This is an optimization exercise on Yosys and OpenROAD, whose aim is small area, not a production implementation.
In this exercise RTL edits were held to simulation tests only and were not proved equivalent to the original.
The clock port is modelled as an ideal driver; clocking choices that lean on that would not hold on a real chip.
Power figures rest on the tool's default switching activity, not on a simulated workload.

Setup of run 1:
==> flow/design.v <==
module lfsr #(
  parameter integer W = 64
)(
  input  wire clk,
  input  wire rstn,
  input  wire enable,
  output reg  [W-1:0] state
);
  wire feedback = state[63] ^ state[62] ^ state[60] ^ state[59];
  always @(posedge clk or negedge rstn) begin
    if (!rstn)
      state <= {W{1'b1}};
    else if (enable)
      state <= {state[W-2:0], feedback};
  end
endmodule
module uart_tx (
  input  wire [4:0]  k,
  input  wire [3:0]  s,
  input  wire [63:0] chal,
  input  wire        voted,
  output wire        tx
);
  wire [3:0] n = chal[{~k[3:0], 2'b00} +: 4];
  wire       hi = n[3] & (n[2] | n[1]);
  wire [7:0] hex = hi ? {4'h4, 1'b0, n[2] & (n[1] | n[0]), ~(n[1] ^ n[0]), ~n[0]}
                      : {4'h3, n};
  wire [7:0] other;
  assign other[7] = 1'b0;
  assign other[6] = k[3] ? ~k[0] : (k[0] & ~k[1]);
  assign other[5] = k[3] ?  k[0] : (~k[2] & (k[1] | ~k[0]));
  assign other[4] = k[0] & ~k[3];
  assign other[3] = ~(k[3] ^ k[0]);
  assign other[2] = k[3] ?  k[0] : (~k[0] & ~k[2]);
  assign other[1] = ~other[5];
  assign other[0] = k[3] ? ~k[0] : (k[0] & k[1] & voted);
  wire [7:0] ch = k[4] ? hex : other;
  assign tx = s[3] ? ch[s[2:0]] : ~(s[1] & s[0]);
endmodule
module top #(
  parameter integer N = 64
)(
  input  wire clk,
  input  wire btn_start,
  input  wire rstn,
  output wire uart_tx_o,
  output wire [7:0] leds,
  output wire puf_launch,
  output wire [N-1:0] puf_challenge,
  input  wire puf_response
);
  reg [2:0] btn_sync;
  always @(posedge clk or negedge rstn) begin
    if (!rstn) btn_sync <= 3'b000;
    else       btn_sync <= {btn_sync[1:0], btn_start};
  end
  reg  [4:0] k;           
  reg  [3:0] s;           
  reg  [9:0] c;           
  reg        voted;
  wire quiet = ~k[4] & k[2] & ~k[1] & k[0];    
  wire idle  = quiet & ~k[3];
  wire pre   = quiet &  k[3];
  wire start = idle & ~btn_sync[2] & btn_sync[1];
  wire step   = pre & (s == 4'd0);
  wire launch = pre &  s[0] & ~(s[3] & s[1]);
  wire sample = pre & ~s[0] & (s != 4'd0) & ~(s[3] & s[2]);
  wire vote   = pre & s[3] & s[1] & s[0];
  wire go     = pre & s[3] & s[2];
  wire tick = &c;
  wire lng  = (s == 4'd15) | (s == 4'd0);       
  wire [1:0] ones = c[1:0];
  always @(posedge clk) begin
    if (go)
      c <= 10'h006;
    else if (tick & ~pre)
      c <= lng ? 10'h006 : 10'h00c;
    else begin
      c[9:2] <= c[8:1];
      if (start)
        c[1:0] <= 2'd0;
      else if (pre) begin
        if (sample & puf_response & ~&ones)
          c[1:0] <= ones + 2'd1;
      end else
        c[1:0] <= {c[0], c[9] ^ c[6]};
    end
    if (start)
      s <= 4'd0;
    else if (go)
      s <= 4'd6;
    else if (pre)
      s <= s + 4'd1;
    else if (tick)
      s <= (s == 4'd0) ? 4'd6 : s + 4'd1;
  end
  always @(posedge clk or negedge rstn) begin
    if (!rstn) begin
      k     <= 5'd5;
      voted <= 1'b0;
    end else begin
      if (start)
        k <= 5'd13;
      else if (go | (~quiet & tick & (s == 4'd0)))
        k <= k + 5'd1;
      if (vote) voted <= &ones;
    end
  end
  lfsr #(.W(N)) u_lfsr (
    .clk(clk), .rstn(rstn), .enable(step), .state(puf_challenge)
  );
  wire tx;
  uart_tx u_tx (.k(k), .s(s), .chal(puf_challenge), .voted(voted), .tx(tx));
  assign uart_tx_o  = quiet | tx;
  assign puf_launch = launch;
  assign leds       = {7'b0, voted};
endmodule
==> flow/config.mk <==
export PLATFORM = sky130hd
export DESIGN_NAME = top
export DESIGN_NICKNAME = top
export VERILOG_FILES = /design/flow/design.v
export SDC_FILE = /design/flow/constraint.sdc
export NUM_CORES = 4
export LEC_CHECK = 0
export CAP_MARGIN = 20
export CORE_MARGIN = 2
export CORE_UTILIZATION = 72
export PLACE_DENSITY = 0.82
export SLEW_MARGIN = 20
==> flow/constraint.sdc <==
create_clock -name core_clock -period 10.0 [get_ports {clk}]
set_input_delay 2.0000 -clock core_clock [delete_from_list [all_inputs] [get_ports {clk}]]
set_output_delay 2.0000 -clock core_clock [all_outputs]
set_load 0.01 [all_outputs]
standard.sh (not shown) runs the stock make flow with config.mk's settings and CLKGATE_MAP_FILE= SYNTH_SCRIPT=/design/flow/synth_recipe.tcl, a recipe that flattens the netlist after the stock synthesis.
==> flow/flow/run.sh <==
#!/bin/bash
# Own layout flow: the standard synthesis, its combinational logic re-mapped
# for area (flow/resynth.py; registers untouched), then the standard ORFS
# layout with buf_1 port buffers, one tie cell for all constant outputs, and
# clock buffers shrunk after CTS while the clock pin slews stay low.
set -euo pipefail
W=$(pwd)
P=${FLOW_PLATFORM:-sky130hd}
R=$W/orfs/results/$P/top/base

bash standard.sh synth > $W/synth.log 2>&1
cp $R/1_2_yosys.v $W/1_2_yosys.std.v
mkdir -p $W/resynth
python3 $W/flow/resynth.py $W/1_2_yosys.std.v $W/1_2_yosys.rs.v $W/resynth > $W/resynth.log 2>&1
cp $W/resynth/resynth_summary.log $W/resynth_summary.log
cp $W/1_2_yosys.rs.v $R/1_2_yosys.v
rm -f $R/1_synth.odb $R/1_synth.sdc

bash standard.sh \
  "BUFFER_PORTS_ARGS=-buffer_cell sky130_fd_sc_hd__buf_1" \
  "CTS_ARGS=$(cat $W/flow/cts_args.txt)" \
  "POST_CTS_TCL=$W/flow/shrink_clk.tcl" \
  $(cat $W/flow/make_vars.txt) \
  finish > $W/layout.log 2>&1
==> flow/flow/shrink_clk.tcl <==
# Shrink clock buffers while every flip-flop clock pin keeps a slew under
# the target (placement-estimated parasitics).
proc clk_max_slew {} {
  set mx 0
  foreach pin [get_pins -hierarchical */CLK] {
    foreach p {slew_max_rise slew_max_fall} {
      set s [get_property $pin $p]
      if {$s > $mx} {set mx $s}
    }
  }
  return $mx
}
set target [expr {[info exists ::env(CLK_SLEW_TARGET)] ? $::env(CLK_SLEW_TARGET) : 0.118}]
set sizes {sky130_fd_sc_hd__clkbuf_1 sky130_fd_sc_hd__clkbuf_2 sky130_fd_sc_hd__clkbuf_4 sky130_fd_sc_hd__clkbuf_8 sky130_fd_sc_hd__clkbuf_16}
set changed 1
while {$changed} {
  set changed 0
  foreach inst [[ord::get_db_block] getInsts] {
    set m [[$inst getMaster] getName]
    set i [lsearch $sizes $m]
    if {$i <= 0} continue
    set smaller [lindex $sizes [expr $i - 1]]
    set name [$inst getName]
    replace_cell $name $smaller
    estimate_parasitics -placement
    if {[clk_max_slew] > $target} {
      replace_cell $name $m
      estimate_parasitics -placement
    } else {
      puts "shrink_clk: $name $m -> $smaller"
      set changed 1
    }
  }
}
puts "shrink_clk: max clock pin slew [clk_max_slew]"
Other scripts of this flow, unchanged in this note and not shown: flow/flow/abc_scripts.txt, flow/flow/cts_args.txt, flow/flow/make_vars.txt, flow/flow/resynth.py
Setup changes, run 1 to run 2
Settings: PLACE_DENSITY: 0.82 -> 0.9; CORE_UTILIZATION: 72 -> 80.
diff --git a/flow/flow/shrink_clk.tcl b/flow/flow/shrink_clk.tcl
--- a/flow/flow/shrink_clk.tcl
+++ b/flow/flow/shrink_clk.tcl
@@ -11,5 +11,5 @@
   return $mx
 }
-set target [expr {[info exists ::env(CLK_SLEW_TARGET)] ? $::env(CLK_SLEW_TARGET) : 0.118}]
+set target [expr {[info exists ::env(CLK_SLEW_TARGET)] ? $::env(CLK_SLEW_TARGET) : 0.114}]
 set sizes {sky130_fd_sc_hd__clkbuf_1 sky130_fd_sc_hd__clkbuf_2 sky130_fd_sc_hd__clkbuf_4 sky130_fd_sc_hd__clkbuf_8 sky130_fd_sc_hd__clkbuf_16}
 set changed 1
Results
The flow ended early for run 2: it failed with a tool error in global placement (3_3_place_gp).
Number of cells produced by synthesis grows slightly when moving from run 1 to run 2.
From run 2 to run 1, number of top-level design ports did not move at all.
Area of the mapped netlist: run 2 better than run 1
On die outline height, the lower figure sits with run 2, not run 1.
Compared with run 1, run 2 shows synthesized area per cell that has gone down by a few percent.
Taking run 2 as 1.0, run 1 lands at 1.08 on number of core rows.
Edits applied to the flow inputs when going from run 2 to run 3:
Settings: CORE_UTILIZATION changed from 80 to 60; PLACE_DENSITY changed from 0.9 to 0.7.
diff --git a/flow/flow/shrink_clk.tcl b/flow/flow/shrink_clk.tcl
--- a/flow/flow/shrink_clk.tcl
+++ b/flow/flow/shrink_clk.tcl
@@ -11,5 +11,5 @@
   return $mx
 }
-set target [expr {[info exists ::env(CLK_SLEW_TARGET)] ? $::env(CLK_SLEW_TARGET) : 0.114}]
+set target [expr {[info exists ::env(CLK_SLEW_TARGET)] ? $::env(CLK_SLEW_TARGET) : 0.110}]
 set sizes {sky130_fd_sc_hd__clkbuf_1 sky130_fd_sc_hd__clkbuf_2 sky130_fd_sc_hd__clkbuf_4 sky130_fd_sc_hd__clkbuf_8 sky130_fd_sc_hd__clkbuf_16}
 set changed 1
==> comparison <==
Post-synthesis instance area came out exactly the same in run 3 and run 2. Synthesized instance count across run 3 and run 2: no real change. Changes observed in run 3 relative to run 2: horizontal extent of the die went up by about 15%, die extent in y went up by about 15%. Number of placement rows delta for run 3 relative to run 2: 4 higher. The initial standard-cell utilization of the core of run 3 is lower than that of run 2. Run 3 went all the way through synthesis, placement and routing and the layout is clean on timing, DRC and antenna.

* * *

top, a different RTL version from the one above (not shown whole).
Size: ~78 I/O pins, ~0.0040 mm2 of cells after synthesis.
Settings: LEC_CHECK=0, CAP_MARGIN=20, CORE_MARGIN=2, CORE_UTILIZATION=60, PLACE_DENSITY=0.7, SLEW_MARGIN=20; clock period 10.0 ns.
==> flow/flow/run.sh <==
#!/bin/bash
# Own layout flow: the standard synthesis, its combinational logic re-mapped
# for area by ABC (registers untouched), then the standard ORFS layout with
# small port buffers and a clock tree of small buffers.
set -euo pipefail
W=$(pwd)
P=${FLOW_PLATFORM:-sky130hd}
R=$W/orfs/results/$P/top/base
LIB=$FLOW_HOME/platforms/$P/lib/sky130_fd_sc_hd__tt_025C_1v80.lib
DU=$(grep -o "sky130_fd_sc_hd__lpflow[a-z_0-9]*\|sky130_fd_sc_hd__probe[a-z_0-9]*" $FLOW_HOME/platforms/$P/config.mk | sed 's/^/-dont_use /' | tr '\n' ' ')
ABC=$(cat $W/flow/abc.script | tr '\n' ' ')

bash standard.sh synth > $W/synth.log 2>&1
cp $R/1_2_yosys.v $W/1_2_yosys.std.v
sed -e "s#LIBFILE#$LIB#g" -e "s#DONTUSE#$DU#" -e "s#INFILE#$W/1_2_yosys.std.v#" \
    -e "s#OUTFILE#$R/1_2_yosys.v#" -e "s#OUTDIR#$W#" -e "s#TOPNAME#$FLOW_TOP#" \
    -e "s#ABCSCRIPT#$ABC#" $W/flow/resynth.ys > $W/resynth_run.ys
yosys -l $W/resynth.log -q -s $W/resynth_run.ys > /dev/null 2>&1
rm -f $R/1_synth.odb $R/1_synth.sdc

bash standard.sh \
  "BUFFER_PORTS_ARGS=-buffer_cell sky130_fd_sc_hd__buf_1" \
  "CTS_ARGS=$(cat $W/flow/cts_args.txt)" \
  finish > $W/layout.log 2>&1
==> flow/flow/abc.script <==
strash; dch; amap
==> flow/flow/cts_args.txt <==
-sink_clustering_enable -repair_clock_nets -dont_use_dummy_load -buf_list {sky130_fd_sc_hd__clkbuf_4 sky130_fd_sc_hd__clkbuf_8}
==> flow/flow/resynth.ys <==
# Re-map the combinational logic of the standard synthesis for area.
# Registers (and their names and cell types) are kept as they are.
read_liberty -ignore_miss_func -overwrite LIBFILE
blackbox sky130_fd_sc_hd__df* sky130_fd_sc_hd__edf* sky130_fd_sc_hd__sdf* sky130_fd_sc_hd__sedf* sky130_fd_sc_hd__dl*
read_verilog INFILE
hierarchy -top TOPNAME
flatten
rename -hide w:*.*
opt -purge
abc -liberty LIBFILE DONTUSE -script "+ABCSCRIPT"
opt_clean -purge
hilomap -singleton -hicell sky130_fd_sc_hd__conb_1 HI -locell sky130_fd_sc_hd__conb_1 LO
splitnets
opt_clean -purge
tee -o OUTDIR/resynth_stat.txt stat -liberty LIBFILE
write_verilog -noattr -nohex -nodec OUTFILE
The starting point finished with timing, DRC and antenna clean.
Change:
==> flow/flow/run.sh (replaced) <==
#!/bin/bash
# Own layout flow: the standard synthesis, its combinational logic re-mapped
# for area by ABC (registers untouched; several ABC scripts are tried and the
# smallest result is kept), then the standard ORFS layout with small port
# buffers and a clock tree of small buffers.
set -euo pipefail
W=$(pwd)
P=${FLOW_PLATFORM:-sky130hd}
R=$W/orfs/results/$P/top/base
LIB=$FLOW_HOME/platforms/$P/lib/sky130_fd_sc_hd__tt_025C_1v80.lib
DU=$(grep -o "sky130_fd_sc_hd__lpflow[a-z_0-9]*\|sky130_fd_sc_hd__probe[a-z_0-9]*" $FLOW_HOME/platforms/$P/config.mk | sed 's/^/-dont_use /' | tr '\n' ' ')

bash standard.sh synth > $W/synth.log 2>&1
cp $R/1_2_yosys.v $W/1_2_yosys.std.v

best=""; bestarea=1e18; i=0
while IFS= read -r scr; do
  [[ -z "$scr" || "$scr" == \#* ]] && continue
  i=$((i+1))
  sed -e "s#LIBFILE#$LIB#g" -e "s#DONTUSE#$DU#" -e "s#INFILE#$W/1_2_yosys.std.v#" \
      -e "s#OUTFILE#$W/rs_$i.v#" -e "s#OUTDIR/resynth_stat.txt#$W/rs_$i.stat#" -e "s#TOPNAME#$FLOW_TOP#" \
      -e "s#ABCSCRIPT#$scr#" $W/flow/resynth.ys > $W/rs_$i.ys
  if timeout 600 yosys -l $W/rs_$i.log -q -s $W/rs_$i.ys > /dev/null 2>&1; then
    a=$(grep "Chip area" $W/rs_$i.stat | awk '{print $NF}')
    echo "script $i: $scr -> $a" >> $W/resynth_summary.log
    if python3 -c "import sys; sys.exit(0 if $a < $bestarea else 1)"; then best=$i; bestarea=$a; fi
  else
    echo "script $i: $scr -> failed" >> $W/resynth_summary.log
  fi
done < $W/flow/abc_scripts.txt
echo "best: $best ($bestarea)" >> $W/resynth_summary.log
cp $W/rs_$best.v $R/1_2_yosys.v
rm -f $R/1_synth.odb $R/1_synth.sdc

bash standard.sh \
  "BUFFER_PORTS_ARGS=-buffer_cell sky130_fd_sc_hd__buf_1" \
  "CTS_ARGS=$(cat $W/flow/cts_args.txt)" \
  $(cat $W/flow/make_vars.txt) \
  finish > $W/layout.log 2>&1
==> flow/flow/abc_scripts.txt (new file) <==
strash; dch; amap
strash; dc2; dch; amap; strash; dch; amap
strash; &get -n; &deepsyn -T 30; &put; dch; amap
strash; &get -n; &deepsyn -T 30 -S 7; &put; dch; amap
==> flow/flow/cts_args.txt (replaced) <==
-sink_clustering_enable -repair_clock_nets -dont_use_dummy_load -sink_clustering_size 40 -sink_clustering_max_diameter 100 -buf_list {sky130_fd_sc_hd__clkbuf_16}
==> flow/flow/make_vars.txt (new file) <==
SKIP_REPAIR_TIE_FANOUT=1 SLEW_MARGIN=0 CAP_MARGIN=0
removed: flow/flow/abc.script
After rerunning: Clock-buffer cell count does not change. Worst setup slack is better by 0.35 ns. Design area barely changes. Via count went down by 6.5%. Non-clock buffer count went up by 3. Die area went down by 2.2%.

* * *

top, a different RTL version from the one above (not shown whole).
Size: roughly 340 cells after synthesis, about 78 I/O pins, ~3800 um^2 of cells after synthesis.
==> flow/config.mk <==
export PLATFORM = sky130hd
export DESIGN_NAME = top
export DESIGN_NICKNAME = top
export VERILOG_FILES = /design/flow/design.v
export SDC_FILE = /design/flow/constraint.sdc
export NUM_CORES = 4
export LEC_CHECK = 0
export CAP_MARGIN = 20
export CORE_MARGIN = 2
export CORE_UTILIZATION = 72
export PLACE_DENSITY = 0.82
export SLEW_MARGIN = 20
==> flow/constraint.sdc <==
create_clock -name core_clock -period 10.0 [get_ports {clk}]
set_input_delay 2.0000 -clock core_clock [delete_from_list [all_inputs] [get_ports {clk}]]
set_output_delay 2.0000 -clock core_clock [all_outputs]
set_load 0.01 [all_outputs]
==> flow/flow/run.sh <==
#!/bin/bash
# Own layout flow: the standard synthesis, its combinational logic re-mapped
# for area (flow/resynth.py; registers untouched), then the standard ORFS
# layout with buf_1 port buffers, one tie cell for all constant outputs, and
# clock buffers shrunk after CTS while the clock pin slews stay low.
set -euo pipefail
W=$(pwd)
P=${FLOW_PLATFORM:-sky130hd}
R=$W/orfs/results/$P/top/base

bash standard.sh synth > $W/synth.log 2>&1
cp $R/1_2_yosys.v $W/1_2_yosys.std.v
mkdir -p $W/resynth
python3 $W/flow/resynth.py $W/1_2_yosys.std.v $W/1_2_yosys.rs.v $W/resynth > $W/resynth.log 2>&1
cp $W/resynth/resynth_summary.log $W/resynth_summary.log
cp $W/1_2_yosys.rs.v $R/1_2_yosys.v
rm -f $R/1_synth.odb $R/1_synth.sdc

bash standard.sh \
  "BUFFER_PORTS_ARGS=-buffer_cell sky130_fd_sc_hd__buf_1" \
  "CTS_ARGS=$(cat $W/flow/cts_args.txt)" \
  "POST_CTS_TCL=$W/flow/shrink_clk.tcl" \
  $(cat $W/flow/make_vars.txt) \
  finish > $W/layout.log 2>&1
==> flow/flow/abc_scripts.txt <==
strash; dch; amap
strash; dc2; dch; amap; strash; dch; amap
strash; &get -n; &deepsyn -T 30 -S 1; &put; dch; amap
strash; &get -n; &deepsyn -T 30 -S 2; &put; dch; amap
strash; &get -n; &deepsyn -T 30 -S 3; &put; dch; amap
strash; &get -n; &deepsyn -T 30 -S 4; &put; dch; amap
strash; &get -n; &deepsyn -T 30 -S 5; &put; dch; amap
strash; &get -n; &deepsyn -T 30 -S 6; &put; dch; amap
==> flow/flow/resynth.py <==
#!/usr/bin/env python3
"""Re-map the combinational logic of the standard synthesis for area.

Registers keep their instance names and cell types. Each ABC script in
abc_scripts.txt is tried twice: on all the logic, and with the 2:1 muxes that
feed flip-flop D pins kept out of ABC and mapped afterwards to a22o cells that
share one inverter per select net. The smallest netlist is kept.

usage: resynth.py STD_NETLIST OUT_NETLIST WORKDIR
"""
import os, re, subprocess, sys

std, out, work = sys.argv[1:4]
here = os.path.dirname(os.path.abspath(__file__))
plat = os.environ.get("FLOW_PLATFORM", "sky130hd")
top = os.environ.get("FLOW_TOP", "top")
flow_home = os.environ["FLOW_HOME"]
lib = f"{flow_home}/platforms/{plat}/lib/sky130_fd_sc_hd__tt_025C_1v80.lib"
cfg = open(f"{flow_home}/platforms/{plat}/config.mk").read()
dont_use = sorted(set(re.findall(r"sky130_fd_sc_hd__(?:lpflow|probe)\w*", cfg)))
du_args = " ".join(f"-dont_use {c}" for c in dont_use)
SEQ = r"sky130_fd_sc_hd__(df|edf|sdf|sedf|dl)"


def keep_muxes(src):
    """Rename mux2 cells whose output drives a flip-flop D pin to KEEPMUX."""
    insts = list(re.finditer(r"^\s*(sky130_fd_sc_hd__\w+)\s+(\S+)\s*\((.*?)\);", src, re.M | re.S))
    dnets = set()
    for m in insts:
        if re.match(SEQ, m.group(1)):
            d = re.search(r"\.D\(([^)]*)\)", m.group(3))
            if d:
                dnets.add(d.group(1).strip())
    parts, last, n = [], 0, 0
    for m in insts:
        if re.match(r"sky130_fd_sc_hd__mux2_\d", m.group(1)):
            x = re.search(r"\.X\(([^)]*)\)", m.group(3))
            if x and x.group(1).strip() in dnets:
                parts += [src[last:m.start(1)], "KEEPMUX"]
                last = m.end(1)
                n += 1
    parts.append(src[last:])
    return "".join(parts), n


def map_kept(src):
    """KEEPMUX -> a22o_1, with one clkinv_1 per select net."""
    invs = {}

    def pin(body, p):
        return re.search(r"\." + p + r"\(([^)]*)\)", body).group(1).strip()

    def rep(m):
        ind, name, body = m.group(1), m.group(2), m.group(3)
        a0, a1, s, x = (pin(body, p) for p in ("A0", "A1", "S", "X"))
        sn = invs.setdefault(s, f"keepmux_sn_{len(invs)}")
        return (f"{ind}sky130_fd_sc_hd__a22o_1 {name} (\n    .A1({s}),\n    .A2({a1}),\n"
                f"    .B1({sn}),\n    .B2({a0}),\n    .X({x})\n  );")

    src = re.sub(r"^(\s*)KEEPMUX\s+(\S+)\s*\((.*?)\);", rep, src, flags=re.M | re.S)
    decl = "".join(f"  wire {sn};\n  sky130_fd_sc_hd__clkinv_1 {sn}_inv (\n    .A({s}),\n    .Y({sn})\n  );\n"
                   for s, sn in invs.items())
    i = src.rfind("endmodule")
    return src[:i] + decl + src[i:]


def yosys(script, log):
    with open(log, "w") as f:
        return subprocess.run(["yosys", "-q", "-l", log + ".yosys", "-p", script],
                              stdout=f, stderr=subprocess.STDOUT, timeout=900).returncode == 0


def area(netlist, log):
    st = netlist + ".stat"
    ok = yosys(f"read_liberty -lib {lib}; read_verilog {netlist}; hierarchy -top {top}; "
               f"tee -q -o {st} stat -liberty {lib}", log)
    if not ok:
        return None
    m = re.search(r"Chip area for module .*?: ([\d.]+)", open(st).read())
    return float(m.group(1)) if m else None


def run(idx, scr, keep, keep4, src=None):
    tag = f"rs_{idx}_{'k' if keep else 'p'}{'4' if keep4 else ''}"
    inp = src or std
    if keep and src is None:
        text, n = keep_muxes(open(std).read())
        if n == 0:
            return None, None, None
        inp = f"{work}/{tag}_in.v"
        open(inp, "w").write(text)
    mid = f"{work}/{tag}_mid.v"
    scr_q = scr.replace('"', '\\"')
    script = f"""
read_liberty -ignore_miss_func -overwrite -setattr liberty_cell {lib}
blackbox sky130_fd_sc_hd__df* sky130_fd_sc_hd__edf* sky130_fd_sc_hd__sdf* sky130_fd_sc_hd__sedf* sky130_fd_sc_hd__dl*
{'blackbox sky130_fd_sc_hd__mux4*' if keep4 else ''}
{'read_verilog -lib ' + work + '/keepmux_bb.v' if keep else ''}
read_verilog {inp}
hierarchy -top {top}
flatten
rename -hide w:*.*
opt -purge
abc -liberty {lib} {du_args} -script "+{scr_q}"
opt_clean -purge
hilomap -singleton -hicell sky130_fd_sc_hd__conb_1 HI -locell sky130_fd_sc_hd__conb_1 LO
splitnets
opt_clean -purge
write_verilog -noattr -nohex -nodec {mid}
"""
    if not yosys(script, f"{work}/{tag}.log"):
        return None, None, None
    res = f"{work}/{tag}.v"
    text = open(mid).read()
    open(res, "w").write(map_kept(text) if keep else text)
    return area(res, f"{work}/{tag}_area.log"), res, mid


scripts = [l.strip() for l in open(f"{here}/abc_scripts.txt") if l.strip() and not l.startswith("#")]
open(f"{work}/keepmux_bb.v", "w").write(
    "(* blackbox *)\nmodule KEEPMUX(input A0, input A1, input S, output X);\nendmodule\n")


def job(j):
    i, scr, keep, src = j
    try:
        return run(i, scr, keep, False, src)
    except subprocess.TimeoutExpired:
        return None, None, None


from concurrent.futures import ThreadPoolExecutor
best = (area(std, f"{work}/rs_std_area.log"), std, None, None)
log = open(f"{work}/resynth_summary.log", "w")
log.write(f"standard synthesis: {best[0]}\n")
rounds = int(os.environ.get("RESYNTH_ROUNDS", "3"))
for rnd in range(rounds):
    if rnd == 0:
        jobs = [(i, scr, keep, None) for i, scr in enumerate(scripts, 1) for keep in (False, True)]
    else:
        # start again from the best netlist so far (its kept muxes stay kept)
        if best[2] is None:
            break
        jobs = [(100 * rnd + i, scr, best[3], best[2]) for i, scr in enumerate(scripts, 1)]
    with ThreadPoolExecutor(int(os.environ.get("NUM_CORES", "4"))) as ex:
        results = list(ex.map(job, jobs))
    for (i, scr, keep, src), (a, res, mid) in zip(jobs, results):
        log.write(f"round {rnd} script {i} keep={keep}: {scr} -> {a}\n")
        if a is not None and (best[0] is None or a < best[0]):
            best = (a, res, mid, keep)
    log.write(f"round {rnd} best: {best[1]} ({best[0]})\n")
    log.flush()
log.write(f"best: {best[1]} ({best[0]})\n")
log.close()
open(out, "w").write(open(best[1]).read())
Other scripts of this flow, unchanged in this note and not shown: flow/flow/cts_args.txt, flow/flow/make_vars.txt, flow/flow/shrink_clk.tcl
Then changed:
==> flow/flow/abc_scripts.txt (replaced) <==
strash; dch; amap
strash; dc2; dch; amap; strash; dch; amap
strash; &get -n; &deepsyn -T 60 -S 1; &put; dch; amap
strash; &get -n; &deepsyn -T 60 -S 2; &put; dch; amap
strash; &get -n; &deepsyn -T 60 -S 3; &put; dch; amap
strash; &get -n; &deepsyn -T 60 -S 4; &put; dch; amap
strash; &get -n; &deepsyn -T 60 -S 5; &put; dch; amap
strash; &get -n; &deepsyn -T 60 -S 6; &put; dch; amap
strash; &get -n; &deepsyn -T 60 -S 7; &put; dch; amap
strash; &get -n; &deepsyn -T 60 -S 8; &put; dch; amap
strash; &get -n; &deepsyn -T 60 -S 9; &put; dch; amap
strash; &get -n; &deepsyn -T 60 -S 10; &put; dch; amap
strash; &get -n; &deepsyn -T 60 -S 11; &put; dch; amap
strash; &get -n; &deepsyn -T 60 -S 12; &put; dch; amap
strash; &get -n; &deepsyn -T 60 -S 13; &put; dch; amap
strash; &get -n; &deepsyn -T 60 -S 14; &put; dch; amap
strash; &get -n; &deepsyn -T 60 -S 15; &put; dch; amap
strash; &get -n; &deepsyn -T 60 -S 16; &put; dch; amap
--- a/flow/flow/resynth.py
+++ b/flow/flow/resynth.py
@@ -136 +136 @@
-rounds = int(os.environ.get("RESYNTH_ROUNDS", "3"))
+rounds = int(os.environ.get("RESYNTH_ROUNDS", "4"))
Result: The changed run finished with timing, DRC and antenna clean. Worst setup slack improved by 0.42 ns. Die area fell slightly. Wire length fell by a few percent. Clock-buffer cell count stays the same. Power rose slightly. Maximum frequency rose by a little under a tenth.
Then changed:
==> flow/flow/abc_scripts.txt (replaced) <==
strash; dch; amap
strash; dc2; dch; amap; strash; dch; amap
strash; &get -n; &deepsyn -T 30 -S 1; &put; dch; amap
strash; &get -n; &deepsyn -T 30 -S 2; &put; dch; amap
strash; &get -n; &deepsyn -T 30 -S 3; &put; dch; amap
strash; &get -n; &deepsyn -T 30 -S 4; &put; dch; amap
strash; &get -n; &deepsyn -T 30 -S 5; &put; dch; amap
strash; &get -n; &deepsyn -T 30 -S 6; &put; dch; amap
--- a/flow/flow/resynth.py
+++ b/flow/flow/resynth.py
@@ -136 +136 @@
-rounds = int(os.environ.get("RESYNTH_ROUNDS", "4"))
+rounds = int(os.environ.get("RESYNTH_ROUNDS", "3"))
--- a/flow/config.mk
+++ b/flow/config.mk
@@ -10,2 +10,2 @@
-export CORE_UTILIZATION = 72
-export PLACE_DENSITY = 0.82
+export CORE_UTILIZATION = 76
+export PLACE_DENSITY = 0.86
Outcome:
- The new run finished clean
- die area falls by 4.3%
- clock skew shrinks by 0.0075 ns
- clock power is about the same
- sequential share of layout area shrinks by 0.19 points
- non-clock buffer count is unchanged
- hold slack got worse by 0.0031 ns
- core utilization increases by 5.3 points
- synthesized cell count fell by 0.59%
- sequential power hardly moves
Then changed:
==> flow/flow/abc_scripts.txt (replaced) <==
strash; dch; amap
strash; dc2; dch; amap; strash; dch; amap
strash; &get -n; &deepsyn -T 45 -S 1; &put; dch; amap
strash; &get -n; &deepsyn -T 45 -S 2; &put; dch; amap
strash; &get -n; &deepsyn -T 45 -S 3; &put; dch; amap
strash; &get -n; &deepsyn -T 45 -S 4; &put; dch; amap
strash; &get -n; &deepsyn -T 45 -S 5; &put; dch; amap
strash; &get -n; &deepsyn -T 45 -S 6; &put; dch; amap
strash; &get -n; &deepsyn -T 45 -S 7; &put; dch; amap
strash; &get -n; &deepsyn -T 45 -S 8; &put; dch; amap
strash; &get -n; &deepsyn -T 45 -S 9; &put; dch; amap
strash; &get -n; &deepsyn -T 45 -S 10; &put; dch; amap
strash; &get -n; &deepsyn -T 45 -S 11; &put; dch; amap
strash; &get -n; &deepsyn -T 45 -S 12; &put; dch; amap
--- a/flow/config.mk
+++ b/flow/config.mk
@@ -10,2 +10,2 @@
-export CORE_UTILIZATION = 76
-export PLACE_DENSITY = 0.86
+export CORE_UTILIZATION = 72
+export PLACE_DENSITY = 0.82
Outcome:
- routed wire length goes down by 7.5%
- total power goes down by 0.64%
- worst setup slack improves by 0.63 ns

[separate check: timing with driven ports]
The flow's constraints put no driver on any port. The routed layouts listed below were extracted and timed again, unchanged, in two steps.
Step 1, drivers: a clkbuf_16 drives clk and a buf_2 each remaining input, both assumed.
Step 2 times the ports against the registers' clock, not the clock port: input delays grow and output delays shrink by t, the midpoint of the rising clock arrivals with the driver on.
Three values: ideal ports, drivers, drivers and shift; two values: the first two.
run | t, ns | setup slack, ns | worst setup path after step 2 | worst data-port slew with drivers (ns)
run 1 | 0.732 | 3.426 / 3.395 / 4.127 | register to output | 0.03
run 3 | 0.545 | 3.392 / 3.366 / 3.912 | register to output | 0.03
the first run of note 2 | 0.373 | 3.667 / 3.635 / 4.009 | register to output | 0.03
the second run of note 2 | 0.359 | 4.014 / 3.981 / 4.340 | register to output | 0.03
the first run of note 3 | 0.441 | 3.700 / 3.673 / 4.113 | register to output | 0.03
the second run of note 3 | 0.545 | 4.125 / 4.097 / 4.643 | register to output | 0.04
the third run of note 3 | 0.459 | 3.689 / 3.660 / 4.118 | register to output | 0.03
the fourth run of note 3 | 0.538 | 4.322 / 4.293 / 4.830 | register to output | 0.03
After both steps every run listed still meets setup and hold.
